This is an optimization exercise on Yosys and OpenROAD, whose aim is small area, a short achievable clock period and few clock cycles per item, not a production implementation. RTL that was checked went through simulation tests only; none was proved equivalent to the original. Function not checked in run 1: the RTL went through the layout flow alone.

==> design/flow/design.v <==
module huff_tables (
    input  logic        dc,
    input  logic        chroma,
    input  logic [3:0]  run,
    input  logic [3:0]  size,
    output logic [4:0]  len,
    output logic [15:0] code
);
always_comb begin
    len = 5'd0;
    code = 16'd0;
    case ({dc, chroma, size})
    6'b0_0_0000: if (&run) begin len = 5'd11; code = 16'b0000011111111001; end
        else begin len = 5'd4; code = 16'b0000000000001010; end
    6'b0_0_0001:
        case (run)
        4'd0: begin len = 5'd2; code = 16'b0000000000000000; end
        4'd1: begin len = 5'd4; code = 16'b0000000000001100; end
        4'd2: begin len = 5'd5; code = 16'b0000000000011100; end
        4'd3: begin len = 5'd6; code = 16'b0000000000111010; end
        4'd4: begin len = 5'd6; code = 16'b0000000000111011; end
        4'd5: begin len = 5'd7; code = 16'b0000000001111010; end
        4'd6: begin len = 5'd7; code = 16'b0000000001111011; end
        4'd7: begin len = 5'd8; code = 16'b0000000011111010; end
        4'd8: begin len = 5'd9; code = 16'b0000000111111000; end
        4'd9: begin len = 5'd9; code = 16'b0000000111111001; end
        4'd10: begin len = 5'd9; code = 16'b0000000111111010; end
        4'd11: begin len = 5'd10; code = 16'b0000001111111001; end
        4'd12: begin len = 5'd10; code = 16'b0000001111111010; end
        4'd13: begin len = 5'd11; code = 16'b0000011111111000; end
        4'd14: begin len = 5'd16; code = 16'b1111111111101011; end
        4'd15: begin len = 5'd16; code = 16'b1111111111110101; end
        endcase
    6'b0_0_0010:
        case (run)
        4'd0: begin len = 5'd2; code = 16'b0000000000000001; end
        4'd1: begin len = 5'd5; code = 16'b0000000000011011; end
        4'd2: begin len = 5'd8; code = 16'b0000000011111001; end
        4'd3: begin len = 5'd9; code = 16'b0000000111110111; end
        4'd4: begin len = 5'd10; code = 16'b0000001111111000; end
        4'd5: begin len = 5'd11; code = 16'b0000011111110111; end
        4'd6: begin len = 5'd12; code = 16'b0000111111110110; end
        4'd7: begin len = 5'd12; code = 16'b0000111111110111; end
        4'd8: begin len = 5'd15; code = 16'b0111111111000000; end
        4'd9: begin len = 5'd16; code = 16'b1111111110111110; end
        4'd10: begin len = 5'd16; code = 16'b1111111111000111; end
        4'd11: begin len = 5'd16; code = 16'b1111111111010000; end
        4'd12: begin len = 5'd16; code = 16'b1111111111011001; end
        4'd13: begin len = 5'd16; code = 16'b1111111111100010; end
        4'd14: begin len = 5'd16; code = 16'b1111111111101100; end
        4'd15: begin len = 5'd16; code = 16'b1111111111110110; end
        endcase
    6'b0_0_0011:
        case (run)
        4'd0: begin len = 5'd3; code = 16'b0000000000000100; end
        4'd1: begin len = 5'd7; code = 16'b0000000001111001; end
        4'd2: begin len = 5'd10; code = 16'b0000001111110111; end
        4'd3: begin len = 5'd12; code = 16'b0000111111110101; end
        4'd4: begin len = 5'd16; code = 16'b1111111110010110; end
        4'd5: begin len = 5'd16; code = 16'b1111111110011110; end
        4'd6: begin len = 5'd16; code = 16'b1111111110100110; end
        4'd7: begin len = 5'd16; code = 16'b1111111110101110; end
        4'd8: begin len = 5'd16; code = 16'b1111111110110110; end
        4'd9: begin len = 5'd16; code = 16'b1111111110111111; end
        4'd10: begin len = 5'd16; code = 16'b1111111111001000; end
        4'd11: begin len = 5'd16; code = 16'b1111111111010001; end
        4'd12: begin len = 5'd16; code = 16'b1111111111011010; end
        4'd13: begin len = 5'd16; code = 16'b1111111111100011; end
        4'd14: begin len = 5'd16; code = 16'b1111111111101101; end
        4'd15: begin len = 5'd16; code = 16'b1111111111110111; end
        endcase
    6'b0_0_0100:
        case (run)
        4'd0: begin len = 5'd4; code = 16'b0000000000001011; end
        4'd1: begin len = 5'd9; code = 16'b0000000111110110; end
        4'd2: begin len = 5'd12; code = 16'b0000111111110100; end
        4'd3: begin len = 5'd16; code = 16'b1111111110001111; end
        4'd4: begin len = 5'd16; code = 16'b1111111110010111; end
        4'd5: begin len = 5'd16; code = 16'b1111111110011111; end
        4'd6: begin len = 5'd16; code = 16'b1111111110100111; end
        4'd7: begin len = 5'd16; code = 16'b1111111110101111; end
        4'd8: begin len = 5'd16; code = 16'b1111111110110111; end
        4'd9: begin len = 5'd16; code = 16'b1111111111000000; end
        4'd10: begin len = 5'd16; code = 16'b1111111111001001; end
        4'd11: begin len = 5'd16; code = 16'b1111111111010010; end
        4'd12: begin len = 5'd16; code = 16'b1111111111011011; end
        4'd13: begin len = 5'd16; code = 16'b1111111111100100; end
        4'd14: begin len = 5'd16; code = 16'b1111111111101110; end
        4'd15: begin len = 5'd16; code = 16'b1111111111111000; end
        endcase
    6'b0_0_0101:
        case (run)
        4'd0: begin len = 5'd5; code = 16'b0000000000011010; end
        4'd1: begin len = 5'd11; code = 16'b0000011111110110; end
        4'd2: begin len = 5'd16; code = 16'b1111111110001001; end
        4'd3: begin len = 5'd16; code = 16'b1111111110010000; end
        4'd4: begin len = 5'd16; code = 16'b1111111110011000; end
        4'd5: begin len = 5'd16; code = 16'b1111111110100000; end
        4'd6: begin len = 5'd16; code = 16'b1111111110101000; end
        4'd7: begin len = 5'd16; code = 16'b1111111110110000; end
        4'd8: begin len = 5'd16; code = 16'b1111111110111000; end
        4'd9: begin len = 5'd16; code = 16'b1111111111000001; end
        4'd10: begin len = 5'd16; code = 16'b1111111111001010; end
        4'd11: begin len = 5'd16; code = 16'b1111111111010011; end
        4'd12: begin len = 5'd16; code = 16'b1111111111011100; end
        4'd13: begin len = 5'd16; code = 16'b1111111111100101; end
        4'd14: begin len = 5'd16; code = 16'b1111111111101111; end
        4'd15: begin len = 5'd16; code = 16'b1111111111111001; end
        endcase
    6'b0_0_0110:
        case (run)
        4'd0: begin len = 5'd7; code = 16'b0000000001111000; end
        4'd1: begin len = 5'd16; code = 16'b1111111110000100; end
        4'd2: begin len = 5'd16; code = 16'b1111111110001010; end
        4'd3: begin len = 5'd16; code = 16'b1111111110010001; end
        4'd4: begin len = 5'd16; code = 16'b1111111110011001; end
        4'd5: begin len = 5'd16; code = 16'b1111111110100001; end
        4'd6: begin len = 5'd16; code = 16'b1111111110101001; end
        4'd7: begin len = 5'd16; code = 16'b1111111110110001; end
        4'd8: begin len = 5'd16; code = 16'b1111111110111001; end
        4'd9: begin len = 5'd16; code = 16'b1111111111000010; end
        4'd10: begin len = 5'd16; code = 16'b1111111111001011; end
        4'd11: begin len = 5'd16; code = 16'b1111111111010100; end
        4'd12: begin len = 5'd16; code = 16'b1111111111011101; end
        4'd13: begin len = 5'd16; code = 16'b1111111111100110; end
        4'd14: begin len = 5'd16; code = 16'b1111111111110000; end
        4'd15: begin len = 5'd16; code = 16'b1111111111111010; end
        endcase
    6'b0_0_0111:
        case (run)
        4'd0: begin len = 5'd8; code = 16'b0000000011111000; end
        4'd1: begin len = 5'd16; code = 16'b1111111110000101; end
        4'd2: begin len = 5'd16; code = 16'b1111111110001011; end
        4'd3: begin len = 5'd16; code = 16'b1111111110010010; end
        4'd4: begin len = 5'd16; code = 16'b1111111110011010; end
        4'd5: begin len = 5'd16; code = 16'b1111111110100010; end
        4'd6: begin len = 5'd16; code = 16'b1111111110101010; end
        4'd7: begin len = 5'd16; code = 16'b1111111110110010; end
        4'd8: begin len = 5'd16; code = 16'b1111111110111010; end
        4'd9: begin len = 5'd16; code = 16'b1111111111000011; end
        4'd10: begin len = 5'd16; code = 16'b1111111111001100; end
        4'd11: begin len = 5'd16; code = 16'b1111111111010101; end
        4'd12: begin len = 5'd16; code = 16'b1111111111011110; end
        4'd13: begin len = 5'd16; code = 16'b1111111111100111; end
        4'd14: begin len = 5'd16; code = 16'b1111111111110001; end
        4'd15: begin len = 5'd16; code = 16'b1111111111111011; end
        endcase
    6'b0_0_1000:
        case (run)
        4'd0: begin len = 5'd10; code = 16'b0000001111110110; end
        4'd1: begin len = 5'd16; code = 16'b1111111110000110; end
        4'd2: begin len = 5'd16; code = 16'b1111111110001100; end
        4'd3: begin len = 5'd16; code = 16'b1111111110010011; end
        4'd4: begin len = 5'd16; code = 16'b1111111110011011; end
        4'd5: begin len = 5'd16; code = 16'b1111111110100011; end
        4'd6: begin len = 5'd16; code = 16'b1111111110101011; end
        4'd7: begin len = 5'd16; code = 16'b1111111110110011; end
        4'd8: begin len = 5'd16; code = 16'b1111111110111011; end
        4'd9: begin len = 5'd16; code = 16'b1111111111000100; end
        4'd10: begin len = 5'd16; code = 16'b1111111111001101; end
        4'd11: begin len = 5'd16; code = 16'b1111111111010110; end
        4'd12: begin len = 5'd16; code = 16'b1111111111011111; end
        4'd13: begin len = 5'd16; code = 16'b1111111111101000; end
        4'd14: begin len = 5'd16; code = 16'b1111111111110010; end
        4'd15: begin len = 5'd16; code = 16'b1111111111111100; end
        endcase
    6'b0_0_1001:
        case (run)
        4'd0: begin len = 5'd16; code = 16'b1111111110000010; end
        4'd1: begin len = 5'd16; code = 16'b1111111110000111; end
        4'd2: begin len = 5'd16; code = 16'b1111111110001101; end
        4'd3: begin len = 5'd16; code = 16'b1111111110010100; end
        4'd4: begin len = 5'd16; code = 16'b1111111110011100; end
        4'd5: begin len = 5'd16; code = 16'b1111111110100100; end
        4'd6: begin len = 5'd16; code = 16'b1111111110101100; end
        4'd7: begin len = 5'd16; code = 16'b1111111110110100; end
        4'd8: begin len = 5'd16; code = 16'b1111111110111100; end
        4'd9: begin len = 5'd16; code = 16'b1111111111000101; end
        4'd10: begin len = 5'd16; code = 16'b1111111111001110; end
        4'd11: begin len = 5'd16; code = 16'b1111111111010111; end
        4'd12: begin len = 5'd16; code = 16'b1111111111100000; end
        4'd13: begin len = 5'd16; code = 16'b1111111111101001; end
        4'd14: begin len = 5'd16; code = 16'b1111111111110011; end
        4'd15: begin len = 5'd16; code = 16'b1111111111111101; end
        endcase
    6'b0_0_1010:
        case (run)
        4'd0: begin len = 5'd16; code = 16'b1111111110000011; end
        4'd1: begin len = 5'd16; code = 16'b1111111110001000; end
        4'd2: begin len = 5'd16; code = 16'b1111111110001110; end
        4'd3: begin len = 5'd16; code = 16'b1111111110010101; end
        4'd4: begin len = 5'd16; code = 16'b1111111110011101; end
        4'd5: begin len = 5'd16; code = 16'b1111111110100101; end
        4'd6: begin len = 5'd16; code = 16'b1111111110101101; end
        4'd7: begin len = 5'd16; code = 16'b1111111110110101; end
        4'd8: begin len = 5'd16; code = 16'b1111111110111101; end
        4'd9: begin len = 5'd16; code = 16'b1111111111000110; end
        4'd10: begin len = 5'd16; code = 16'b1111111111001111; end
        4'd11: begin len = 5'd16; code = 16'b1111111111011000; end
        4'd12: begin len = 5'd16; code = 16'b1111111111100001; end
        4'd13: begin len = 5'd16; code = 16'b1111111111101010; end
        4'd14: begin len = 5'd16; code = 16'b1111111111110100; end
        4'd15: begin len = 5'd16; code = 16'b1111111111111110; end
        endcase
    6'b0_1_0000: if (&run) begin len = 5'd10; code = 16'b0000001111111010; end
        else begin len = 5'd2; code = 16'b0000000000000000; end
    6'b0_1_0001:
        case (run)
        4'd0: begin len = 5'd2; code = 16'b0000000000000001; end
        4'd1: begin len = 5'd4; code = 16'b0000000000001011; end
        4'd2: begin len = 5'd5; code = 16'b0000000000011010; end
        4'd3: begin len = 5'd5; code = 16'b0000000000011011; end
        4'd4: begin len = 5'd6; code = 16'b0000000000111010; end
        4'd5: begin len = 5'd6; code = 16'b0000000000111011; end
        4'd6: begin len = 5'd7; code = 16'b0000000001111001; end
        4'd7: begin len = 5'd7; code = 16'b0000000001111010; end
        4'd8: begin len = 5'd8; code = 16'b0000000011111001; end
        4'd9: begin len = 5'd9; code = 16'b0000000111110111; end
        4'd10: begin len = 5'd9; code = 16'b0000000111111000; end
        4'd11: begin len = 5'd9; code = 16'b0000000111111001; end
        4'd12: begin len = 5'd9; code = 16'b0000000111111010; end
        4'd13: begin len = 5'd11; code = 16'b0000011111111001; end
        4'd14: begin len = 5'd14; code = 16'b0011111111100000; end
        4'd15: begin len = 5'd15; code = 16'b0111111111000011; end
        endcase
    6'b0_1_0010:
        case (run)
        4'd0: begin len = 5'd3; code = 16'b0000000000000100; end
        4'd1: begin len = 5'd6; code = 16'b0000000000111001; end
        4'd2: begin len = 5'd8; code = 16'b0000000011110111; end
        4'd3: begin len = 5'd8; code = 16'b0000000011111000; end
        4'd4: begin len = 5'd9; code = 16'b0000000111110110; end
        4'd5: begin len = 5'd10; code = 16'b0000001111111001; end
        4'd6: begin len = 5'd11; code = 16'b0000011111110111; end
        4'd7: begin len = 5'd11; code = 16'b0000011111111000; end
        4'd8: begin len = 5'd16; code = 16'b1111111110110111; end
        4'd9: begin len = 5'd16; code = 16'b1111111111000000; end
        4'd10: begin len = 5'd16; code = 16'b1111111111001001; end
        4'd11: begin len = 5'd16; code = 16'b1111111111010010; end
        4'd12: begin len = 5'd16; code = 16'b1111111111011011; end
        4'd13: begin len = 5'd16; code = 16'b1111111111100100; end
        4'd14: begin len = 5'd16; code = 16'b1111111111101101; end
        4'd15: begin len = 5'd16; code = 16'b1111111111110110; end
        endcase
    6'b0_1_0011:
        case (run)
        4'd0: begin len = 5'd4; code = 16'b0000000000001010; end
        4'd1: begin len = 5'd8; code = 16'b0000000011110110; end
        4'd2: begin len = 5'd10; code = 16'b0000001111110111; end
        4'd3: begin len = 5'd10; code = 16'b0000001111111000; end
        4'd4: begin len = 5'd16; code = 16'b1111111110010111; end
        4'd5: begin len = 5'd16; code = 16'b1111111110011111; end
        4'd6: begin len = 5'd16; code = 16'b1111111110100111; end
        4'd7: begin len = 5'd16; code = 16'b1111111110101111; end
        4'd8: begin len = 5'd16; code = 16'b1111111110111000; end
        4'd9: begin len = 5'd16; code = 16'b1111111111000001; end
        4'd10: begin len = 5'd16; code = 16'b1111111111001010; end
        4'd11: begin len = 5'd16; code = 16'b1111111111010011; end
        4'd12: begin len = 5'd16; code = 16'b1111111111011100; end
        4'd13: begin len = 5'd16; code = 16'b1111111111100101; end
        4'd14: begin len = 5'd16; code = 16'b1111111111101110; end
        4'd15: begin len = 5'd16; code = 16'b1111111111110111; end
        endcase
    6'b0_1_0100:
        case (run)
        4'd0: begin len = 5'd5; code = 16'b0000000000011000; end
        4'd1: begin len = 5'd9; code = 16'b0000000111110101; end
        4'd2: begin len = 5'd12; code = 16'b0000111111110110; end
        4'd3: begin len = 5'd12; code = 16'b0000111111110111; end
        4'd4: begin len = 5'd16; code = 16'b1111111110011000; end
        4'd5: begin len = 5'd16; code = 16'b1111111110100000; end
        4'd6: begin len = 5'd16; code = 16'b1111111110101000; end
        4'd7: begin len = 5'd16; code = 16'b1111111110110000; end
        4'd8: begin len = 5'd16; code = 16'b1111111110111001; end
        4'd9: begin len = 5'd16; code = 16'b1111111111000010; end
        4'd10: begin len = 5'd16; code = 16'b1111111111001011; end
        4'd11: begin len = 5'd16; code = 16'b1111111111010100; end
        4'd12: begin len = 5'd16; code = 16'b1111111111011101; end
        4'd13: begin len = 5'd16; code = 16'b1111111111100110; end
        4'd14: begin len = 5'd16; code = 16'b1111111111101111; end
        4'd15: begin len = 5'd16; code = 16'b1111111111111000; end
        endcase
    6'b0_1_0101:
        case (run)
        4'd0: begin len = 5'd5; code = 16'b0000000000011001; end
        4'd1: begin len = 5'd11; code = 16'b0000011111110110; end
        4'd2: begin len = 5'd15; code = 16'b0111111111000010; end
        4'd3: begin len = 5'd16; code = 16'b1111111110010001; end
        4'd4: begin len = 5'd16; code = 16'b1111111110011001; end
        4'd5: begin len = 5'd16; code = 16'b1111111110100001; end
        4'd6: begin len = 5'd16; code = 16'b1111111110101001; end
        4'd7: begin len = 5'd16; code = 16'b1111111110110001; end
        4'd8: begin len = 5'd16; code = 16'b1111111110111010; end
        4'd9: begin len = 5'd16; code = 16'b1111111111000011; end
        4'd10: begin len = 5'd16; code = 16'b1111111111001100; end
        4'd11: begin len = 5'd16; code = 16'b1111111111010101; end
        4'd12: begin len = 5'd16; code = 16'b1111111111011110; end
        4'd13: begin len = 5'd16; code = 16'b1111111111100111; end
        4'd14: begin len = 5'd16; code = 16'b1111111111110000; end
        4'd15: begin len = 5'd16; code = 16'b1111111111111001; end
        endcase
    6'b0_1_0110:
        case (run)
        4'd0: begin len = 5'd6; code = 16'b0000000000111000; end
        4'd1: begin len = 5'd12; code = 16'b0000111111110101; end
        4'd2: begin len = 5'd16; code = 16'b1111111110001100; end
        4'd3: begin len = 5'd16; code = 16'b1111111110010010; end
        4'd4: begin len = 5'd16; code = 16'b1111111110011010; end
        4'd5: begin len = 5'd16; code = 16'b1111111110100010; end
        4'd6: begin len = 5'd16; code = 16'b1111111110101010; end
        4'd7: begin len = 5'd16; code = 16'b1111111110110010; end
        4'd8: begin len = 5'd16; code = 16'b1111111110111011; end
        4'd9: begin len = 5'd16; code = 16'b1111111111000100; end
        4'd10: begin len = 5'd16; code = 16'b1111111111001101; end
        4'd11: begin len = 5'd16; code = 16'b1111111111010110; end
        4'd12: begin len = 5'd16; code = 16'b1111111111011111; end
        4'd13: begin len = 5'd16; code = 16'b1111111111101000; end
        4'd14: begin len = 5'd16; code = 16'b1111111111110001; end
        4'd15: begin len = 5'd16; code = 16'b1111111111111010; end
        endcase
    6'b0_1_0111:
        case (run)
        4'd0: begin len = 5'd7; code = 16'b0000000001111000; end
        4'd1: begin len = 5'd16; code = 16'b1111111110001000; end
        4'd2: begin len = 5'd16; code = 16'b1111111110001101; end
        4'd3: begin len = 5'd16; code = 16'b1111111110010011; end
        4'd4: begin len = 5'd16; code = 16'b1111111110011011; end
        4'd5: begin len = 5'd16; code = 16'b1111111110100011; end
        4'd6: begin len = 5'd16; code = 16'b1111111110101011; end
        4'd7: begin len = 5'd16; code = 16'b1111111110110011; end
        4'd8: begin len = 5'd16; code = 16'b1111111110111100; end
        4'd9: begin len = 5'd16; code = 16'b1111111111000101; end
        4'd10: begin len = 5'd16; code = 16'b1111111111001110; end
        4'd11: begin len = 5'd16; code = 16'b1111111111010111; end
        4'd12: begin len = 5'd16; code = 16'b1111111111100000; end
        4'd13: begin len = 5'd16; code = 16'b1111111111101001; end
        4'd14: begin len = 5'd16; code = 16'b1111111111110010; end
        4'd15: begin len = 5'd16; code = 16'b1111111111111011; end
        endcase
    6'b0_1_1000:
        case (run)
        4'd0: begin len = 5'd9; code = 16'b0000000111110100; end
        4'd1: begin len = 5'd16; code = 16'b1111111110001001; end
        4'd2: begin len = 5'd16; code = 16'b1111111110001110; end
        4'd3: begin len = 5'd16; code = 16'b1111111110010100; end
        4'd4: begin len = 5'd16; code = 16'b1111111110011100; end
        4'd5: begin len = 5'd16; code = 16'b1111111110100100; end
        4'd6: begin len = 5'd16; code = 16'b1111111110101100; end
        4'd7: begin len = 5'd16; code = 16'b1111111110110100; end
        4'd8: begin len = 5'd16; code = 16'b1111111110111101; end
        4'd9: begin len = 5'd16; code = 16'b1111111111000110; end
        4'd10: begin len = 5'd16; code = 16'b1111111111001111; end
        4'd11: begin len = 5'd16; code = 16'b1111111111011000; end
        4'd12: begin len = 5'd16; code = 16'b1111111111100001; end
        4'd13: begin len = 5'd16; code = 16'b1111111111101010; end
        4'd14: begin len = 5'd16; code = 16'b1111111111110011; end
        4'd15: begin len = 5'd16; code = 16'b1111111111111100; end
        endcase
    6'b0_1_1001:
        case (run)
        4'd0: begin len = 5'd10; code = 16'b0000001111110110; end
        4'd1: begin len = 5'd16; code = 16'b1111111110001010; end
        4'd2: begin len = 5'd16; code = 16'b1111111110001111; end
        4'd3: begin len = 5'd16; code = 16'b1111111110010101; end
        4'd4: begin len = 5'd16; code = 16'b1111111110011101; end
        4'd5: begin len = 5'd16; code = 16'b1111111110100101; end
        4'd6: begin len = 5'd16; code = 16'b1111111110101101; end
        4'd7: begin len = 5'd16; code = 16'b1111111110110101; end
        4'd8: begin len = 5'd16; code = 16'b1111111110111110; end
        4'd9: begin len = 5'd16; code = 16'b1111111111000111; end
        4'd10: begin len = 5'd16; code = 16'b1111111111010000; end
        4'd11: begin len = 5'd16; code = 16'b1111111111011001; end
        4'd12: begin len = 5'd16; code = 16'b1111111111100010; end
        4'd13: begin len = 5'd16; code = 16'b1111111111101011; end
        4'd14: begin len = 5'd16; code = 16'b1111111111110100; end
        4'd15: begin len = 5'd16; code = 16'b1111111111111101; end
        endcase
    6'b0_1_1010:
        case (run)
        4'd0: begin len = 5'd12; code = 16'b0000111111110100; end
        4'd1: begin len = 5'd16; code = 16'b1111111110001011; end
        4'd2: begin len = 5'd16; code = 16'b1111111110010000; end
        4'd3: begin len = 5'd16; code = 16'b1111111110010110; end
        4'd4: begin len = 5'd16; code = 16'b1111111110011110; end
        4'd5: begin len = 5'd16; code = 16'b1111111110100110; end
        4'd6: begin len = 5'd16; code = 16'b1111111110101110; end
        4'd7: begin len = 5'd16; code = 16'b1111111110110110; end
        4'd8: begin len = 5'd16; code = 16'b1111111110111111; end
        4'd9: begin len = 5'd16; code = 16'b1111111111001000; end
        4'd10: begin len = 5'd16; code = 16'b1111111111010001; end
        4'd11: begin len = 5'd16; code = 16'b1111111111011010; end
        4'd12: begin len = 5'd16; code = 16'b1111111111100011; end
        4'd13: begin len = 5'd16; code = 16'b1111111111101100; end
        4'd14: begin len = 5'd16; code = 16'b1111111111110101; end
        4'd15: begin len = 5'd16; code = 16'b1111111111111110; end
        endcase
    6'b1_0_0000: begin len = 5'd2; code = 16'b0000000000000000; end
    6'b1_0_0001: begin len = 5'd3; code = 16'b0000000000000010; end
    6'b1_0_0010: begin len = 5'd3; code = 16'b0000000000000011; end
    6'b1_0_0011: begin len = 5'd3; code = 16'b0000000000000100; end
    6'b1_0_0100: begin len = 5'd3; code = 16'b0000000000000101; end
    6'b1_0_0101: begin len = 5'd3; code = 16'b0000000000000110; end
    6'b1_0_0110: begin len = 5'd4; code = 16'b0000000000001110; end
    6'b1_0_0111: begin len = 5'd5; code = 16'b0000000000011110; end
    6'b1_0_1000: begin len = 5'd6; code = 16'b0000000000111110; end
    6'b1_0_1001: begin len = 5'd7; code = 16'b0000000001111110; end
    6'b1_0_1010: begin len = 5'd8; code = 16'b0000000011111110; end
    6'b1_0_1011: begin len = 5'd9; code = 16'b0000000111111110; end
    6'b1_1_0000: begin len = 5'd2; code = 16'b0000000000000000; end
    6'b1_1_0001: begin len = 5'd2; code = 16'b0000000000000001; end
    6'b1_1_0010: begin len = 5'd2; code = 16'b0000000000000010; end
    6'b1_1_0011: begin len = 5'd3; code = 16'b0000000000000110; end
    6'b1_1_0100: begin len = 5'd4; code = 16'b0000000000001110; end
    6'b1_1_0101: begin len = 5'd5; code = 16'b0000000000011110; end
    6'b1_1_0110: begin len = 5'd6; code = 16'b0000000000111110; end
    6'b1_1_0111: begin len = 5'd7; code = 16'b0000000001111110; end
    6'b1_1_1000: begin len = 5'd8; code = 16'b0000000011111110; end
    6'b1_1_1001: begin len = 5'd9; code = 16'b0000000111111110; end
    6'b1_1_1010: begin len = 5'd10; code = 16'b0000001111111110; end
    6'b1_1_1011: begin len = 5'd11; code = 16'b0000011111111110; end
    default: ;
    endcase
end
endmodule
module entropy #(
    parameter int DEPTH = 4                 
) (
    input  logic signed [10:0]  q0,
    input  logic signed [10:0]  q1,
    input  logic                q_valid,
    output logic                q_hold,
    input  logic [4:0]          q_cnt,
    input  logic [1:0]          q_chroma,
    input  logic                q_last_mcu,
    output logic [25:0]         out_chunk,      
    output logic [4:0]          out_len,        
    output logic                out_last,       
    output logic                out_valid,
    input  logic                out_take,       
    input  logic                clk,
    input  logic                resetn
);
localparam int AW = 2;                   
typedef struct packed {
    logic               last;
    logic               dc;
    logic [1:0]         chroma;
    logic [1:0]         zrl;
    logic [3:0]         run;
    logic [10:0]        val;
} entry_t;
logic [5:0]     run_r;            
logic           take;
logic           is_dc, is_end, nz0, nz1;
logic           e0, e1;
logic [5:0]     run1;
entry_t         ent0, ent1;
always_comb begin
    take   = q_valid & ~q_hold;
    is_dc  = q_cnt == 5'd0;
    is_end = &q_cnt;
    nz0    = |q0;
    nz1    = |q1;
    e0     = is_dc | nz0;
    e1     = is_end | nz1;
    run1   = e0 ? 6'd0 : run_r + 6'd1;
    ent0.last   = 1'b0;
    ent0.dc     = is_dc;
    ent0.chroma = q_chroma;
    ent0.zrl    = is_dc ? 2'd0 : run_r[5:4];
    ent0.run    = is_dc ? 4'd0 : run_r[3:0];
    ent0.val    = q0;
    ent1.last   = is_end & q_last_mcu;
    ent1.dc     = 1'b0;
    ent1.chroma = q_chroma;
    ent1.zrl    = nz1 ? run1[5:4] : 2'd0;       
    ent1.run    = nz1 ? run1[3:0] : 4'd0;
    ent1.val    = q1;
end
always_ff @(posedge clk)
    if (take)
        run_r <= nz1 ? 6'd0 : run1 + 6'd1;
logic [DEPTH-1:0][20:0] mem;      
logic [AW-1:0]  wp, rp;
logic [AW:0]    cnt, cnt_next, cnt_push, cnt_pop;
logic           hold_next;
logic           pop;
logic [1:0]     npush;
entry_t         first;
entry_t         head;
always_comb begin
    npush    = take ? {1'b0, e0} + {1'b0, e1} : 2'd0;
    first    = e0 ? ent0 : ent1;
    head     = mem[rp];
    cnt_push = cnt + {{(AW-1){1'b0}}, npush};
    cnt_pop  = cnt_push - (AW+1)'(1);
    cnt_next = pop ? cnt_pop : cnt_push;
    hold_next = pop ? (cnt_pop > (AW+1)'(DEPTH - 2)) : (cnt_push > (AW+1)'(DEPTH - 2));
end
always_ff @(posedge clk) begin
    for (int i = 0; i < DEPTH; i++) begin
        if (take & (e0 | e1) & wp == AW'(i))
            mem[i] <= first;
        else if (take & e0 & e1 & wp + AW'(1) == AW'(i))
            mem[i] <= ent1;
    end
end
always_ff @(posedge clk)
    if (!resetn) begin
        wp     <= '0;
        rp     <= '0;
        cnt    <= '0;
        q_hold <= 1'b0;
    end else begin
        wp     <= wp + AW'(npush);
        rp     <= rp + AW'(pop);
        cnt    <= cnt_next;
        q_hold <= hold_next;
    end
function automatic [3:0] bit_length(input logic [10:0] m);
    bit_length = 0;
    for (int k = 0; k < 11; k++)
        if (m[k])
            bit_length = 4'(k + 1);
endfunction
logic signed [10:0] pred [3];
logic [1:0]         zc;           
logic               s_valid, s_ready;
logic               s_dc, s_chroma, s_last;
logic [3:0]         s_run, s_size;
logic [10:0]        s_amp;
logic               h_valid, h_zrl;
logic signed [11:0] v, vn;
logic signed [10:0] p;
logic [10:0]        mag, smear;
logic [3:0]         size;
logic               c_ready;
always_comb begin
    h_valid = cnt != '0;
    h_zrl   = head.zrl != zc;
    p       = head.dc ? pred[head.chroma] : 11'sd0;
    v       = {head.val[10], head.val} - {p[10], p};
    vn      = {p[10], p} - {head.val[10], head.val};
    mag     = v[11] ? vn[10:0] : v[10:0];
    size    = bit_length(mag);
    smear   = mag;
    for (int k = 9; k >= 0; k--)
        smear[k] = smear[k] | smear[k+1];
    s_ready = ~s_valid | c_ready;
    pop     = h_valid & s_ready & ~h_zrl;
end
always_ff @(posedge clk)
    if (!resetn) begin
        s_valid <= 1'b0;
        zc      <= 2'd0;
        for (int c = 0; c < 3; c++)
            pred[c] <= '0;
    end else if (s_ready) begin
        s_valid <= h_valid;
        if (h_valid) begin
            if (h_zrl)
                zc <= zc + 2'd1;
            else begin
                zc <= 2'd0;
                if (head.last)
                    for (int c = 0; c < 3; c++)
                        pred[c] <= '0;
                else if (head.dc)
                    pred[head.chroma] <= head.val;
            end
        end
    end
always_ff @(posedge clk)
    if (s_ready & h_valid) begin
        s_dc     <= head.dc;
        s_chroma <= |head.chroma;
        s_last   <= head.last & ~h_zrl;
        s_run    <= h_zrl ? 4'hf : head.run;
        s_size   <= h_zrl ? 4'h0 : size;
        s_amp    <= h_zrl ? 11'h0 : (v[11] ? mag ^ smear : mag);
    end
logic [4:0]     code_len;
logic [15:0]    code;
huff_tables ht (
    .dc     (s_dc),
    .chroma (s_chroma),
    .run    (s_run),
    .size   (s_size),
    .len    (code_len),
    .code   (code)
);
always_comb c_ready = ~out_valid | out_take;
always_ff @(posedge clk)
    if (!resetn)
        out_valid <= 1'b0;
    else if (c_ready)
        out_valid <= s_valid;
always_ff @(posedge clk)
    if (c_ready & s_valid) begin
        out_chunk <= (26'(code) << s_size) | 26'(s_amp);
        out_len   <= code_len + 5'(s_size);
        out_last  <= s_last;
    end
endmodule
module byte_pack #(
    parameter int W = 33                    
) (
    input  logic [25:0]         chunk,          
    input  logic [4:0]          chunk_len,
    input  logic                chunk_last,
    input  logic                chunk_valid,
    output logic                chunk_take,
    output logic [31:0]         out_data,
    output logic                out_tlast,
    output logic                out_valid,
    input  logic                out_hold,
    input  logic                clk,
    input  logic                resetn
);
localparam int NW = 6;                   
logic [W-1:0]   acc;             
logic [NW-1:0]  n;               
logic           flush;           
logic           stuffp;          
logic [1:0]     k;               
logic [NW-4:0]  full;
logic           part;
logic [1:0]     avail;           
logic [15:0]    pad, tb;
logic [7:0]     b0, b1;
logic           ff0, ff1;
always_comb begin
    full  = n[NW-1:3];
    part  = flush & (n[2:0] != 3'd0);
    avail = (full >= 2) ? 2'd2 : 2'(full) + 2'(part);
    if (avail > 2'd2) avail = 2'd2;
    pad   = (flush && n < NW'(16)) ? (16'hffff >> n[3:0]) : 16'h0;
    tb    = acc[W-1 -: 16] | pad;
    b0    = tb[15:8];
    b1    = tb[7:0];
    ff0   = &b0;
    ff1   = &b1;
end
logic [1:0]     e;               
logic [1:0]     d;               
logic [7:0]     x0, x1;
logic           stuffp_n;
logic           one;             
always_comb begin
    one = &k;
    x0 = 8'h00; x1 = 8'h00; e = 2'd0; d = 2'd0; stuffp_n = 1'b0;
    if (out_valid) begin
        stuffp_n = stuffp;
    end else if (stuffp) begin
        x0 = 8'h00;
        if (avail != 2'd0 && !one) begin
            x1 = b0; e = 2'd2; d = 2'd1; stuffp_n = ff0;
        end else begin
            e = 2'd1;
        end
    end else if (avail != 2'd0) begin
        x0 = b0;
        if (ff0 & one) begin
            e = 2'd1; d = 2'd1; stuffp_n = 1'b1;
        end else if (ff0) begin
            x1 = 8'h00; e = 2'd2; d = 2'd1;
        end else if (avail == 2'd2 && !one) begin
            x1 = b1; e = 2'd2; d = 2'd2; stuffp_n = ff1;
        end else begin
            e = 2'd1; d = 2'd1;
        end
    end
end
logic [NW-1:0]  n_d;
logic [2:0]     t;
logic           done, push, go;
logic [31:0]    word;
always_comb begin
    case (d)
        2'd0: n_d = n;
        2'd1: n_d = (n > NW'(8))  ? n - NW'(8)  : '0;
        default: n_d = (n > NW'(16)) ? n - NW'(16) : '0;
    endcase
    t     = {1'b0, k} + {1'b0, e};
    done  = flush & (n_d == '0) & ~stuffp_n;
    push  = (t >= 3'd4) | (done & (t != 3'd0));
    go    = 1'b1;
    word  = out_data;
    case (k)
        2'd0: word[31:16] = {x0, x1};
        2'd1: word[23:8]  = {x0, x1};
        2'd2: word[15:0]  = {x0, x1};
        default: word[7:0] = x0;
    endcase
    if (push & (t < 3'd4)) begin
        if (t <= 3'd1) word[23:16] = 8'hff;
        if (t <= 3'd2) word[15:8]  = 8'hff;
        if (t <= 3'd3) word[7:0]   = 8'hff;
    end
end
logic [W+15:0]  ext, ext_d, ins;
logic           fit;
logic [NW:0]    nl;
logic [NW-1:0]  n_new;
logic           fit0, fit1, fit2;
logic [NW-1:0]  nl0, nl1, nl2;
always_comb begin
    nl    = (NW+1)'(n) + (NW+1)'(chunk_len);
    fit0  = nl <= (NW+1)'(W);
    fit1  = nl <= (NW+1)'(W + 8);
    fit2  = nl <= (NW+1)'(W + 16);
    nl0   = NW'(nl);
    nl1   = NW'(nl - (NW+1)'(8));
    nl2   = NW'(nl - (NW+1)'(16));
    case (d)
        2'd0: fit = fit0;
        2'd1: fit = fit1;
        default: fit = fit2;
    endcase
    chunk_take = chunk_valid & ~flush & go & fit;
    ins   = (W+16)'(chunk) << (W + 16 - nl);
    ext   = {acc, 16'h0} | (chunk_take ? ins : '0);
    case (go ? d : 2'd0)
        2'd0: ext_d = ext;
        2'd1: ext_d = ext << 8;
        default: ext_d = ext << 16;
    endcase
    if (chunk_take)
        case (d)
            2'd0: n_new = nl0;
            2'd1: n_new = nl1;
            default: n_new = nl2;
        endcase
    else
        n_new = n_d;
end
always_ff @(posedge clk)
    if (!resetn) begin
        acc       <= '0;
        n         <= '0;
        flush     <= 1'b0;
        stuffp    <= 1'b0;
        k         <= 2'd0;
        out_valid <= 1'b0;
    end else begin
        if (out_valid & ~out_hold)
            out_valid <= 1'b0;
        if (go) begin
            acc    <= ext_d[W+15 -: W];
            n      <= n_new;
            stuffp <= stuffp_n;
            if (chunk_take & chunk_last)
                flush <= 1'b1;
            else if (done & (t <= 3'd4))
                flush <= 1'b0;
            if (push) begin
                out_valid <= 1'b1;
                k         <= 2'd0;
            end else
                k         <= t[1:0];
        end
    end
always_ff @(posedge clk)
    if (e != 2'd0) begin
        out_data  <= word;
        out_tlast <= done;
    end
endmodule
module jenc_backend (
    input  logic               clk,
    input  logic               resetn,
    input  logic signed [10:0] q0,
    input  logic signed [10:0] q1,
    input  logic               q_valid,
    output logic               q_hold,
    input  logic [4:0]         q_cnt,
    input  logic [1:0]         q_chroma,
    input  logic               q_last_mcu,
    output logic [31:0]        out_data,
    output logic               out_tlast,
    output logic               out_valid,
    input  logic               out_hold
);
logic [25:0]    chunk;
logic [4:0]     chunk_len;
logic           chunk_last;
logic           chunk_valid;
logic           chunk_take;
entropy entropy (
    .q0             (q0),
    .q1             (q1),
    .q_valid        (q_valid),
    .q_hold         (q_hold),
    .q_cnt          (q_cnt),
    .q_chroma       (q_chroma),
    .q_last_mcu     (q_last_mcu),
    .out_chunk      (chunk),
    .out_len        (chunk_len),
    .out_last       (chunk_last),
    .out_valid      (chunk_valid),
    .out_take       (chunk_take),
    .clk            (clk),
    .resetn         (resetn)
);
byte_pack byte_pack (
    .chunk          (chunk),
    .chunk_len      (chunk_len),
    .chunk_last     (chunk_last),
    .chunk_valid    (chunk_valid),
    .chunk_take     (chunk_take),
    .out_data       (out_data),
    .out_tlast      (out_tlast),
    .out_valid      (out_valid),
    .out_hold       (out_hold),
    .clk            (clk),
    .resetn         (resetn)
);
endmodule
==> design/flow/run.sh <==
#!/bin/bash
# synth_recipe.tcl (not shown) runs the flow's synth.tcl, then flattens the netlist and writes it again
# the make line also repeats each setting of config.mk as NAME=value (left out here)
make -C /OpenROAD-flow-scripts/flow DESIGN_CONFIG=/design/flow/config.mk WORK_HOME=/design/flow/orfs CLKGATE_MAP_FILE= SYNTH_SCRIPT=/design/flow/synth_recipe.tcl finish
==> design/flow/config.mk <==
export PLATFORM = sky130hd
export DESIGN_NAME = jenc_backend
export DESIGN_NICKNAME = jenc_backend
export VERILOG_FILES = /design/flow/design.v
export SDC_FILE = /design/flow/constraint.sdc
export NUM_CORES = 4
export LEC_CHECK = 0
export CAP_MARGIN = 20
export CORE_MARGIN = 2
export CORE_UTILIZATION = 40
export PLACE_DENSITY = 0.6
export SLEW_MARGIN = 20
==> design/flow/constraint.sdc <==
create_clock -name core_clock -period 9.5 [get_ports {clk}]
set_input_delay 1.9000 -clock core_clock [delete_from_list [all_inputs] [get_ports {clk}]]
set_output_delay 1.9000 -clock core_clock [all_outputs]
set_load 0.01 [all_outputs]
==> impl_metrics.tcl, run 1 <==
set metrics [dict create \
    arrival_ps 7730 \
    rr_worst_depth 22 \
    coreArea_um2 62970 \
    ys_ff_latch 422 \
    syn_area_um2 25400 \
    relSlewSlack 0.3146 \
    cts_htree_levels 2 \
    gp_congestion 0.9697 \
    min_to "entropy.out_last" \
    maxCapViolCount 0 \
    fp.dieW_um 256.0 \
    outcome "finished clean" \
    initial_core_util 0.4034 \
    synth_edf_count 221 \
    final_common_cell "nand2_1" \
    critPathRequiredTime_ps 10030 \
    syn-num-nets 2832 \
    areaGrowthSynthToFinish_pct 11.85 \
    worstHoldStart "entropy.s_last" \
    multi_input_area_um2 13640 \
    fill_cells 5977 \
    diodes 0 \
    timing.hold.ws_ps 473.1 \
    syn_inst 2718 \
    crit_type "reg -> reg" \
    cts-buffers-inserted 48 \
    cts_tree "built" \
    first_pass_iters 6 \
    min_path_type "reg -> reg" \
    stdcell_area_um2 28410 \
    post_cts_resized 0 \
    drc 0 \
    crit_path_end_kind "flip-flop" \
    clk_pin_slew_ps 60 \
    hold_buffers 0 \
    maxSlewViolCount 0 \
    die_h_um 256.0 \
    grt_pass1_vias 20930 \
    synthArstFlopShare 0 \
    synth_cell_types 98 \
    num_io_pins 69 \
    synth_ff_type "edfxtp_1" \
    syn_avg_cell_area_um2 9.344 \
    grt_antenna_before_repair 0 \
    min_period_over_period 0.7573 \
    placed_area_um2 26670 \
    routed_via_density 6.081 \
    dr.first_iter.drc_count 2471 \
    dp_hpwl_um 58670 \
    nNetsFinal 2796 \
    die_area_um2 65530 \
    seq_area_frac_synth 0.4197 \
    start_kind "flip-flop" \
    hold_violations 0 \
    grt_setup_unrepaired "false" \
    grt_pass1_wl_um 125800 \
    yosysWarnings 3 \
    path_max_fanout 39 \
    rows 92 \
    finalSetupTns_ps 0 \
    fin_crit_ps 7194 \
    grt_max_degree 56 \
    portBuffers 68 \
    timing.rr.start "byte_pack.n[0]" \
    finalSetupViolCount 0 \
    layout_common_cells "nand2_1 (288), edfxtp_1 (221), nor2_1 (203)" \
    insertion_delay_ps 610 \
    dr_total_vias 21685 \
    grt_usage 0.2418 \
    wl_um 81960 \
    fmax_mhz 139.0 \
    drtAntennaViolNets 0 \
    hold_depth 0 \
    regArea_um2 10660 \
    tightest_slew_ps 999.5 \
    final.setup_skew_ps 50.52 \
    cts_buffer_depth 3 \
    final_layout_size_suffix_gt1_frac 0.1011 \
    wire_per_inst_um 22.98 \
    root_buffer "clkbuf_16" \
    cts_sinks 422 \
    cts_setup_buffers 0 \
    reg2reg_slack_ps 2310 \
    grt.overflow.total 0 \
]
==> critical path: stages (launching register included) <==
cell      delay (ps)
dfxtp_1          550
ha_1             260
inv_1             70
fa_1             390
nand2b_1         190
a21oi_2          250
xor2_2           440
ha_1             260
nand3_1           80
a211o_1          250
o311a_1          130
or2_2            280
and3_1           240
a211oi_4         480
o21ai_4          240
inv_4            440
mux2i_1          270
buf_4            230
inv_1            190
ha_1             960
a21oi_1          360
or3_1            430
o21ai_1           80
==> layer usage <==
| layer | routed length, µm | global-route usage |
|---|---|---|
| met4 | 2965 | 0.08934 |
| met3 | 6009 | 0.03951 |
| met1 | 34700 | 0.3244 |
| met5 | 0 | 0 |
| met2 | 38280 | 0.3929 |
==> synth_stat cells, drive strengths merged, types with 10 or more instances <==
library cell | count | area share
dfxtp | 201 | 0.16
clkbuf | 140 | 0.021
xnor2 | 24 | 0.0083
o211ai | 53 | 0.016
o21ai | 143 | 0.029
nor4 | 16 | 0.0042
a21oi | 149 | 0.030
a22o | 28 | 0.0097
nand3 | 93 | 0.018
and3 | 32 | 0.0079
buf | 60 | 0.012
mux4 | 25 | 0.022
nand2b | 41 | 0.010
mux2i | 109 | 0.043
a21o | 44 | 0.013
nand4 | 17 | 0.0042
o21bai | 17 | 0.0050
nor2b | 26 | 0.0064
or2 | 19 | 0.0047
a31oi | 24 | 0.0062
and2 | 74 | 0.018
nor3b | 10 | 0.0033
a22oi | 85 | 0.025
xor2 | 16 | 0.0058
a211oi | 25 | 0.0081
nand2 | 288 | 0.043
a2bb2oi | 14 | 0.0048
o221ai | 10 | 0.0034
a221oi | 13 | 0.0045
o22ai | 21 | 0.0052
mux2 | 62 | 0.027
edfxtp | 221 | 0.26
nor3 | 50 | 0.010
ha | 74 | 0.036
inv | 81 | 0.012
o21a | 21 | 0.0062
or3 | 17 | 0.0042
nor2 | 207 | 0.031
==> cell families (layout without fill, tap and decap cells) <==
| group | Yosys count | in the layout | synth area share |
|---|---|---|---|
| xor gates and xnor gates | 41 | 41 | 0.01498 |
| and+or+nand+nor | 936 | 936 | 0.1815 |
| muxes | 196 | 196 | 0.09262 |
| AOI/OAI and AO/OA | 760 | 760 | 0.2049 |
| DFF | 422 | 422 | 0.4197 |
| buffers and inverters | 283 | 285 | 0.04503 |
| adders and majority gates | 80 | 80 | 0.04118 |
==> through the flow <==
step | setup WS (ps) | util | std cells
after global placement | 2680 | 0.4236 | 3476
after CTS | 2414 | 0.4508 | 3564
after floorplan | 3854 | - | 2718
final | 2306 | 0.4512 | 3566
after detailed placement | 2476 | 0.4236 | 3476
after global routing | 1876 | 0.4512 | 3566
==> cell type report <==
| class | count | area share |
|---|---|---|
| multi-input combinational | 2013 | 0.4800 |
| sequential | 422 | 0.3753 |
| clock buffer | 60 | 0.04563 |
| tap | 846 | 0.03726 |
| timing repair buffer | 114 | 0.03612 |
| clock inverter | 28 | 0.01453 |
| inverter | 83 | 0.01114 |
==> worst max-delay path by stage <==
stage,startpoint,endpoint,depth (start not counted)
3_5_place_dp,byte_pack.n[0],flip-flop,22
5_1_grt,byte_pack.n[0],flip-flop,22
4_1_cts,byte_pack.n[0],flip-flop,22
6_report,byte_pack.n[0],flip-flop,22
2_1_floorplan,byte_pack.n[1],flip-flop,21
3_3_place_gp,byte_pack.n[0],flip-flop,22
==> inputs of run 2 (changes only) <==
--- a/design/flow/design.v
+++ b/design/flow/design.v
@@ -525,6 +525,7 @@
 endfunction
-logic signed [10:0] pred [3];
+logic signed [10:0] pred0, pred1, pred2;    
 logic [1:0]         zc;           
 logic               s_valid, s_ready;
-logic               s_dc, s_chroma, s_last;
+logic               s_dc, s_chroma, s_last, s_zrl;
+logic [3:0]         a_run, a_size;
 logic [3:0]         s_run, s_size;
@@ -540,3 +541,8 @@
     h_zrl   = head.zrl != zc;
-    p       = head.dc ? pred[head.chroma] : 11'sd0;
+    case (head.dc ? head.chroma : 2'd3)
+        2'd0: p = pred0;
+        2'd1: p = pred1;
+        2'd2: p = pred2;
+        default: p = 11'sd0;
+    endcase
     v       = {head.val[10], head.val} - {p[10], p};
@@ -555,4 +561,5 @@
         zc      <= 2'd0;
-        for (int c = 0; c < 3; c++)
-            pred[c] <= '0;
+        pred0   <= '0;
+        pred1   <= '0;
+        pred2   <= '0;
     end else if (s_ready) begin
@@ -564,7 +571,12 @@
                 zc <= 2'd0;
-                if (head.last)
-                    for (int c = 0; c < 3; c++)
-                        pred[c] <= '0;
-                else if (head.dc)
-                    pred[head.chroma] <= head.val;
+                if (head.last) begin
+                    pred0 <= '0;
+                    pred1 <= '0;
+                    pred2 <= '0;
+                end else if (head.dc)
+                    case (head.chroma)
+                        2'd0: pred0 <= head.val;
+                        2'd1: pred1 <= head.val;
+                        default: pred2 <= head.val;
+                    endcase
             end
@@ -577,4 +589,5 @@
         s_last   <= head.last & ~h_zrl;
-        s_run    <= h_zrl ? 4'hf : head.run;
-        s_size   <= h_zrl ? 4'h0 : size;
+        s_zrl    <= h_zrl;
+        s_run    <= head.run;
+        s_size   <= size;
         s_amp    <= h_zrl ? 11'h0 : (v[11] ? mag ^ smear : mag);
@@ -583,2 +596,6 @@
 logic [15:0]    code;
+always_comb begin
+    a_run  = s_zrl ? 4'hf : s_run;
+    a_size = s_zrl ? 4'h0 : s_size;
+end
 huff_tables ht (
@@ -586,4 +603,4 @@
     .chroma (s_chroma),
-    .run    (s_run),
-    .size   (s_size),
+    .run    (a_run),
+    .size   (a_size),
     .len    (code_len),
@@ -599,4 +616,4 @@
     if (c_ready & s_valid) begin
-        out_chunk <= (26'(code) << s_size) | 26'(s_amp);
-        out_len   <= code_len + 5'(s_size);
+        out_chunk <= (26'(code) << a_size) | 26'(s_amp);
+        out_len   <= code_len + 5'(a_size);
         out_last  <= s_last;
==> impl_metrics.tcl, run 2 <==
set metrics [dict create \
    outcome "finished clean" \
    netlist.area_leader.share 0.2433 \
    cp_slowest_cell "mux4_2" \
    path_cells "buf_4 -> mux4_2 -> nor2b_1 -> nand2_1 -> o21ai_0 -> nand2_1 -> inv_1 -> ha_1 -> nor2b_1 -> o31ai_1 -> a211oi_1 -> o31ai_4 -> mux2i_1 -> xor2_1 -> nand4b_1 -> nor3_1 -> a311oi_1" \
    drc 0 \
    areaGrowthSynthToFinish_pct 10.09 \
    utilization 0.4476 \
    grt_pass1_wl_um 125400 \
    maxSlewViolCount 0 \
    synthArstFlopShare 0 \
    synthSimpleGateAreaFrac 0.1893 \
    die_area_um2 56810 \
    routed_via_density 6.561 \
    hold_violations 0 \
    yosys.area.top_type "edfxtp_1" \
    die_h_um 238.3 \
    syn_avg_cell_area_um2 8.615 \
    yosysWarnings 3 \
    grt_usage 0.2835 \
    dp_hpwl_um 59630 \
    cts_buffer_depth 3 \
    synth_most_common_cell "nor2_1" \
    fp.dieW_um 238.3 \
    cts_htree_levels 1 \
    num_io_pins 69 \
    path_max_fanout 22 \
    critPathRequiredTime_ps 9800 \
    path_delay_family "simple AND/OR/NAND/NOR gates" \
    root_buffer "clkbuf_16" \
    cts_tree "built" \
    drtAntennaViolNets 0 \
    rows 85 \
    insertion_delay_ps 580 \
    synth_top_family_by_area "compound AO/OA/AOI/OAI gates" \
    syn-num-nets 2662 \
    wire_per_inst_um 25.60 \
    post_cts_resized 0 \
    synth_cell_types 93 \
    timing.hold.ws_ps 429.9 \
    fmax_mhz 160.3 \
    grt.overflow.total 0 \
    layout_common_cells "nor2_1 (245), nand2_1 (227), edfxtp_1 (178)" \
    syn_inst 2550 \
    arrival_ps 6540 \
    reg_top3 "entropy.mem x84, byte_pack.acc x33, byte_pack.out_data x32" \
    crit_path_end_kind "flip-flop" \
    nNetsFinal 2617 \
    largest_reg_flops 84 \
    grt_antenna_before_repair 0 \
    grt_max_degree 62 \
    wl_um 82550 \
    fill_cells 5299 \
    syn_area_um2 21970 \
    dr_total_vias 21160 \
    tightest_slew_ps 1272 \
    seq_area_frac_synth 0.3244 \
    synthMuxAreaShare 0.1182 \
    final_common_cell "nor2_1" \
    min_period_over_period 0.6569 \
    cts-buffers-inserted 29 \
    synth-xor-area-share 0.01999 \
    max_stage_delay_ps 790 \
    start_kind "flip-flop" \
    synth_compound_area_frac 0.2487 \
    synth_edf_count 178 \
    finalSetupTns_ps 0 \
    layout.cells.non_filler 3225 \
    clk_pin_slew_ps 60 \
    initial_core_util 0.4066 \
    maxCapViolCount 0 \
    top_register "entropy.mem" \
    first_pass_iters 6 \
    hold_buffers 0 \
    crit_type "reg -> reg" \
    dr.first_iter.drc_count 2459 \
    finalSetupViolCount 0 \
    relSlewSlack 0.1444 \
    coreArea_um2 54030 \
    critPathBufInv 2 \
    grt_setup_unrepaired "false" \
    gp_congestion 1.026 \
    portBuffers 68 \
    final.setup_skew_ps 12.24 \
    cts_setup_buffers 0 \
    grt_pass1_vias 20203 \
    min_path_type "reg -> reg" \
    synth.area.top_cells "edfxtp_1 (24%), dfxtp_1 (8.1%), mux2i_1 (5.5%)" \
    netlist_top_cells_count "nor2_1 (248), nand2_1 (227), edfxtp_1 (178)" \
    synthAdderAreaFrac 0.04648 \
    fin_crit_ps 6240 \
    dp_cells 3170 \
    ys_ff_latch 267 \
    final_layout_size_suffix_gt1_frac 0.1040 \
    reg2reg_slack_ps 3260 \
    cts_sinks 267 \
    synth_ff_type "edfxtp_1" \
]
-- run 2: metrics by stage --
step           setup WS (ps)  instance area, µm²
2_1_floorplan           3513               21970
3_3_place_gp            3106               23210
3_5_place_dp            2965               23210
4_1_cts                 2944               24160
5_1_grt                 2734               24180
6_report                3260               24180
-- run 2: worst paths after layout --
check	startpoint	end	depth (start not counted)
hold / removal	entropy.s_last	entropy.out_last	0
setup / recovery	entropy.rp[0]	entropy.s_amp[1]	17
setup reg to reg	entropy.rp[0]	entropy.s_amp[1]	17
hold reg to reg	entropy.s_last	entropy.out_last	0
-- run 2: cell families after synthesis --
group | Yosys count
buffers and inverters | 294
muxes | 207
AOI/OAI and AO/OA | 800
adders and majority gates | 78
and+or+nand+nor | 857
xor gates and xnor gates | 47
DFF | 267
-- run 2: area by class of cell --
class / instances / area (µm²) / area share
flip-flops and latches: 267 / 7127 / 0.2947
well taps: 696 / 870.8 / 0.03601
repair buffers: 125 / 1109 / 0.04584
clock inverters: 12 / 132.6 / 0.005484
diodes: 1 / 2.502 / 0.0001035
multi-input cells: 1989 / 13780 / 0.5696
clock buffers: 42 / 818.3 / 0.03384
inverters: 93 / 349.1 / 0.01443
-- run 2: per-layer routing --
metal,GRT usage,up-vias,part of all wire
met2,0.4465,1088,0.45
met3,0.05599,206,0.088
met4,0.09242,0,0.038
li1,-,9559,-
met5,0,-,0
met1,0.3903,10307,0.43
Testbench counts of run 2, summed over its fixed seeds: cycles 25,848, blocks 768.
==> inputs of run 3 (changes only) <==
--- a/design/flow/config.mk
+++ b/design/flow/config.mk
@@ -11,2 +11,3 @@
 export PLACE_DENSITY = 0.6
+export SETUP_SLACK_MARGIN = 4
 export SLEW_MARGIN = 20
==> impl_metrics.tcl, run 3 <==
set metrics [dict create \
    dr_total_vias 21505 \
    first_pass_iters 5 \
    crit_path_end_kind "flip-flop" \
    multi_input_area_um2 13830 \
    cts_sinks 267 \
    grt_usage 0.2818 \
    start_kind "flip-flop" \
    seq_area_frac_synth 0.3244 \
    grt_max_degree 69 \
    cts_tree "built" \
    syn_inst 2550 \
    synth_edf_count 178 \
    ys_ff_latch 267 \
    finalSetupTns_ps 0 \
    coreArea_um2 54030 \
    syn_area_um2 21970 \
    portBuffers 68 \
    finalSetupViolCount 0 \
    stdcell_area_um2 24330 \
    cts_htree_levels 1 \
    cts-buffers-inserted 29 \
    grt_pass1_wl_um 125200 \
    synth_cell_types 93 \
    syn-num-nets 2662 \
    synth.area.top_cells "edfxtp_1 (24%), dfxtp_1 (8.1%), mux2i_1 (5.5%)" \
    path_delay_family "compound AO/OA/AOI/OAI gates" \
    synth_most_common_cell "nor2_1" \
    clk_pin_slew_ps 60 \
    cp_slowest_cell "edfxtp_1" \
    syn_avg_cell_area_um2 8.615 \
    outcome "finished clean" \
    areaGrowthSynthToFinish_pct 10.75 \
    crit_type "reg -> reg" \
    netlist_top_cells_count "nor2_1 (248), nand2_1 (227), edfxtp_1 (178)" \
    wl_um 82900 \
    grt.overflow.total 0 \
    path_cells "nor2_1 -> inv_1 -> ha_1 -> o211a_1 -> a21boi_0 -> o311ai_0 -> nor4_2 -> a221oi_1 -> a211oi_1 -> a31oi_1 -> a221o_1" \
    final_layout_size_suffix_gt1_frac 0.1109 \
    root_buffer "clkbuf_16" \
    max_stage_delay_ps 760 \
    fp.dieW_um 238.3 \
    yosys.area.top_type "edfxtp_1" \
    drc 0 \
    synthArstFlopShare 0 \
    drtAntennaViolNets 0 \
    timing.hold.ws_ps 449.0 \
    path_max_fanout 20 \
    wire_per_inst_um 25.65 \
    placed_area_um2 23180 \
    num_io_pins 69 \
    hold_buffers 0 \
    min_path_type "reg -> reg" \
    initial_core_util 0.4066 \
    grt_setup_unrepaired "true" \
    fmax_mhz 182.1 \
    min_period_over_period 0.5782 \
    final_common_cell "nor2_1" \
    maxSlewViolCount 0 \
    reg_top3 "entropy.mem x84, byte_pack.acc x33, byte_pack.out_data x32" \
    routed_via_density 6.654 \
    tightest_slew_ps 1123 \
    yosysWarnings 3 \
    dr.first_iter.drc_count 2590 \
    critPathRequiredTime_ps 9830 \
    regArea_um2 7127 \
    top_register "entropy.mem" \
    die_area_um2 56810 \
    insertion_delay_ps 590 \
    layout_common_cells "nor2_1 (245), nand2_1 (227), edfxtp_1 (178)" \
    hold_violations 0 \
    arrival_ps 5820 \
    grt_antenna_before_repair 2 \
    fin_crit_ps 5493 \
    die_h_um 238.3 \
    grt_pass1_vias 20328 \
    maxCapViolCount 0 \
    largest_reg_flops 84 \
    dp_hpwl_um 58720 \
    rows 85 \
    critPathBufInv 1 \
    cts_buffer_depth 3 \
    relSlewSlack 0.2323 \
    final.setup_skew_ps 21.62 \
    netlist.area_leader.share 0.2433 \
    fill_cells 5249 \
    synth_ff_type "edfxtp_1" \
    nNetsFinal 2622 \
    gp_congestion 1.034 \
]
run 3: changes by cell type in the layout (fill, tap and decap cells not counted), moves of 2 or more:
cell / previous run / this run
clkinv_2: 5 / 8
clkinvlp_4: 0 / 3
a221oi_1: 29 / 27
a221oi_2: 0 / 2
buf_4: 57 / 59
clkbuf_1: 8 / 6
clkbuf_16: 30 / 32
clkbuf_2: 2 / 0
clkinv_1: 6 / 4
diode_2: 1 / 3
o31ai_1: 14 / 12
o31ai_2: 0 / 2
run 3: cell families (layout without fill, tap and decap cells):
kind of cell	Yosys count	count (layout)	synth area share
flip-flops	267	267	0.3244
buffers and inverters	294	277	0.05291
XOR/XNOR	47	47	0.01999
other	0	3	0
multiplexers	207	207	0.1182
adder cells (fa/ha/maj)	78	78	0.04648
AO/OA/AOI/OAI	800	800	0.2487
AND/OR/NAND/NOR	857	857	0.1893
run 3: cell type report:
class,count,area share
inverter,93,0.01450
tap,696,0.03579
multi-input combinational,1989,0.5683
timing repair inverter,1,0.0003086
antenna,3,0.0003086
sequential,267,0.2929
timing repair buffer,129,0.04778
clock inverter,12,0.004268
clock buffer,42,0.03584
run 3: stage by stage:
step,instances,worst slack [ps],util
after floorplan,2550,4354,-
after global placement,3167,3180,0.4291
after detailed placement,3167,2951,0.4291
after CTS,3225,4035,0.4483
after global routing,3229,3985,0.4502
final,3232,4007,0.4503
run 3: path summary, 6_finish.rpt:
kind	startpoint	to	slack, ps	depth (start not counted)
worst min register to register	entropy.s_last	entropy.out_last	450	0
worst max register to register	entropy.s_run[1]	entropy.out_chunk[8]	4010	11
worst min-delay path	entropy.s_last	entropy.out_last	450	0
worst max-delay path	entropy.s_run[1]	entropy.out_chunk[8]	4010	11
run 3: layer usage:
metal  global-route usage  vias to the layer above  part of all wire
met2               0.4431                     1166              0.45
met5                    0                        -           0.00023
met3              0.05530                      254             0.089
met4              0.09072                        2             0.038
li1                     -                     9565                 -
met1               0.3894                    10518              0.42
run 3: worst register-to-register path: stages, from the launching register on:
cell and delay (ps):
edfxtp_1 760, nor2_1 550, inv_1 290, ha_1 530, o211a_1 270, a21boi_0 480
o311ai_0 480, nor4_2 740, a221oi_1 240, a211oi_1 400, a31oi_1 100, a221o_1 380
run 3: what timing repair did:
action                     CTS  global route
setup endpoints to repair   23            62
pin swaps                    2             1
setup buffers                4             2
cloned                       0             1
gates resized for setup      6            10
==> inputs of run 4 (changes only) <==
--- a/design/flow/config.mk
+++ b/design/flow/config.mk
@@ -7,2 +7,3 @@
 export LEC_CHECK = 0
+export ABC_AREA = 1
 export CAP_MARGIN = 20
==> impl_metrics.tcl, run 4 <==
set metrics [dict create \
    ys_ff_latch 267 \
    fp.dieW_um 231.9 \
    syn-num-nets 3169 \
    netlist_top_cells_count "nand2_1 (730), nand3_1 (361), inv_1 (342)" \
    max_stage_delay_ps 620 \
    cts_buffer_depth 3 \
    critPathBufInv 5 \
    die_area_um2 53800 \
    hold_buffers 0 \
    wl_um 76350 \
    final.setup_skew_ps 46.96 \
    fin_crit_ps 5182 \
    syn_area_um2 20780 \
    cts_sinks 267 \
    arrival_ps 5590 \
    top_register "entropy.mem" \
    multi_input_area_um2 11790 \
    final_common_cell "nand2_1" \
    maxSlewViolCount 0 \
    layout_common_cells "nand2_1 (727), nand3_1 (361), inv_1 (341)" \
    syn_avg_cell_area_um2 6.799 \
    place_ws_ps 3046 \
    die_h_um 231.9 \
    final_layout_size_suffix_gt1_frac 0.05496 \
    nNetsFinal 3162 \
    fmax_mhz 193.0 \
    synth_most_common_cell "nand2_1" \
    grt_max_degree 64 \
    hold_violations 0 \
    critPathRequiredTime_ps 9910 \
    num_io_pins 69 \
    placed_area_um2 21990 \
    diodes 0 \
    reg2reg_slack_ps 4500 \
    cts_htree_levels 1 \
    initial_core_util 0.4051 \
    routed_via_density 5.809 \
    relSlewSlack 0.2673 \
    dr.first_iter.drc_count 2464 \
    crit_type "in -> reg" \
    dp_hpwl_um 57040 \
    finalSetupTns_ps 0 \
    drc 0 \
    netlist.area_leader.share 0.2572 \
    clk_pin_slew_ps 60 \
    timing.rr.end "entropy.out_chunk[16]" \
    timing.rr.start "entropy.s_run[3]" \
    cts_tree "built" \
    largest_reg_flops 84 \
    path_delay_family "adder cells" \
    gp_congestion 1.006 \
    regArea_um2 7128 \
    reg_top3 "entropy.mem x84, byte_pack.acc x33, byte_pack.out_data x32" \
    stdcell_area_um2 23060 \
    grt_pass1_vias 20888 \
    synth_cell_types 70 \
    setup_ws_ps 4318 \
    min_period_over_period 0.5455 \
    syn_inst 3057 \
    worstHoldStart "entropy.s_last" \
    rows 83 \
    grt_pass1_wl_um 118600 \
    drtAntennaViolNets 0 \
    seq_area_frac_synth 0.3429 \
    cts-buffers-inserted 31 \
    path_cells "clkdlybuf4s50_1 -> or4_1 -> nor4_4 -> inv_2 -> nor2_1 -> inv_1 -> ha_1 -> inv_1 -> nor2_1 -> ha_1 -> fa_1 -> inv_1 -> ha_1 -> xor2_1 -> o21ai_0 -> nand2_1 -> a21oi_1" \
    path_max_fanout 9 \
    utilization 0.4495 \
    tightest_slew_ps 1095 \
    maxCapViolCount 0 \
    crit_path_end_kind "flip-flop" \
    dr_total_vias 21813 \
    synthArstFlopShare 0 \
    cp_slowest_cell "or4_1" \
    grt_antenna_before_repair 1 \
    grt_usage 0.2805 \
    min_to "entropy.out_last" \
    fill_cells 5327 \
    coreArea_um2 51300 \
    outcome "finished clean" \
    yosys.area.top_type "edfxtp_1" \
    synth_ff_type "edfxtp_1" \
    finalSetupViolCount 0 \
    wire_per_inst_um 20.33 \
    synth.area.top_cells "edfxtp_1 (26%), nand2_1 (13%), nand3_1 (8.7%)" \
    min_path_type "reg -> reg" \
    grt.overflow.total 0 \
    rr_worst_depth 16 \
    synth_edf_count 178 \
    portBuffers 68 \
    first_pass_iters 6 \
    grt_setup_unrepaired "false" \
    start_kind "input pin" \
    insertion_delay_ps 600 \
    yosysWarnings 3 \
    hold_depth 0 \
    areaGrowthSynthToFinish_pct 10.96 \
    root_buffer "clkbuf_16" \
]
run 4: worst max-delay path by stage:
stage | start | to | slack (ps) | cells past startpoint
after floorplan | q1[5] | entropy.q_hold | 4270 | 16
after global routing | entropy.rp[0] | entropy.s_amp[2] | 4020 | 31
after detailed placement | q1[5] | entropy.q_hold | 3050 | 17
after CTS | entropy.rp[0] | entropy.s_amp[0] | 4030 | 29
final | q1[5] | entropy.q_hold | 4320 | 17
after global placement | q1[5] | entropy.q_hold | 3010 | 17
run 4: layout make-up:
type                    count  area share
multi-input cells        2283      0.5112
well taps                 680     0.03689
clock inverters            19    0.004937
flip-flops and latches    267      0.3091
clock buffers              39     0.03716
repair buffers             99     0.04036
inverters                 368     0.06033
run 4: logic make-up (layout without fill, tap and decap cells):
| kind of cell | after synthesis | in the layout | share of synthesized area |
|---|---|---|---|
| compound gates | 602 | 602 | 0.1690 |
| xor+xnor | 27 | 27 | 0.01138 |
| fa+ha+maj | 78 | 78 | 0.04912 |
| buf+inv | 507 | 525 | 0.09458 |
| flops | 267 | 267 | 0.3429 |
| simple gates | 1576 | 1576 | 0.3330 |
run 4: worst reg2reg max path: cells and delay by family, from the launching register on:
kind / cells / cell delay [ps]
and+or+nand+nor: 10 / 2500
DFF: 1 / 660
buffers and inverters: 5 / 1440
AOI/OAI and AO/OA: 1 / 170
run 4: timing repair:
item,CTS,global route
endpoints found under the setup margin,41,45
setup buffers,0,0
gates resized for setup,6,19
run 4: metrics by stage:
| step | hold slack (ps) | cells |
|---|---|---|
| after floorplan | 400.3 | 3057 |
| after global placement | 401.7 | 3696 |
| after detailed placement | 412.8 | 3696 |
| after CTS | 428.5 | 3754 |
| after global routing | 455.3 | 3755 |
| final | 431.3 | 3755 |
run 4: layer usage:
metal / share of wire / wire (µm) / vias up / GRT usage
met4: 0.047 / 3603 / 0 / 0.1228
met5: 0 / 0 / - / 0
met3: 0.068 / 5171 / 220 / 0.04015
met1: 0.42 / 32350 / 10257 / 0.3635
li1: - / - / 10421 / -
met2: 0.46 / 35220 / 915 / 0.4649

==> what the ideal ports hide <==
The results above use ideal ports. As a check the final layouts listed here were re-extracted and re-timed, cells and wires unchanged.
Step 1 assumes that a clkbuf_16 drives the clock port and a buf_2 every other input.
Step 2 also shifts input and output timing later by t, the mid clock arrival at the registers, as if the neighbouring blocks saw the same clock.
a / b / c = ideal ports / drivers / drivers and shift; a / b = the first two.
run | t, ns | setup WS [ns] | worst data-port slew with drivers (ns) | cell pins on the clock port's net
run 1 | 0.649 | 2.306 / 2.306 / 2.306 | 0.06 | 1
run 2 | 0.629 | 3.260 / 3.260 / 3.260 | 0.04 | 1
run 3 | 0.632 | 4.007 / 4.007 / 3.632 | 0.04 | 1
run 4 | 0.637 | 4.318 / 4.355 / 3.718 | 0.05 | 1
After both steps every run listed still meets setup and hold. For run 4, which loses most, drivers alone change the setup slack by +0.037 ns; drivers and shift together by -0.600 ns.
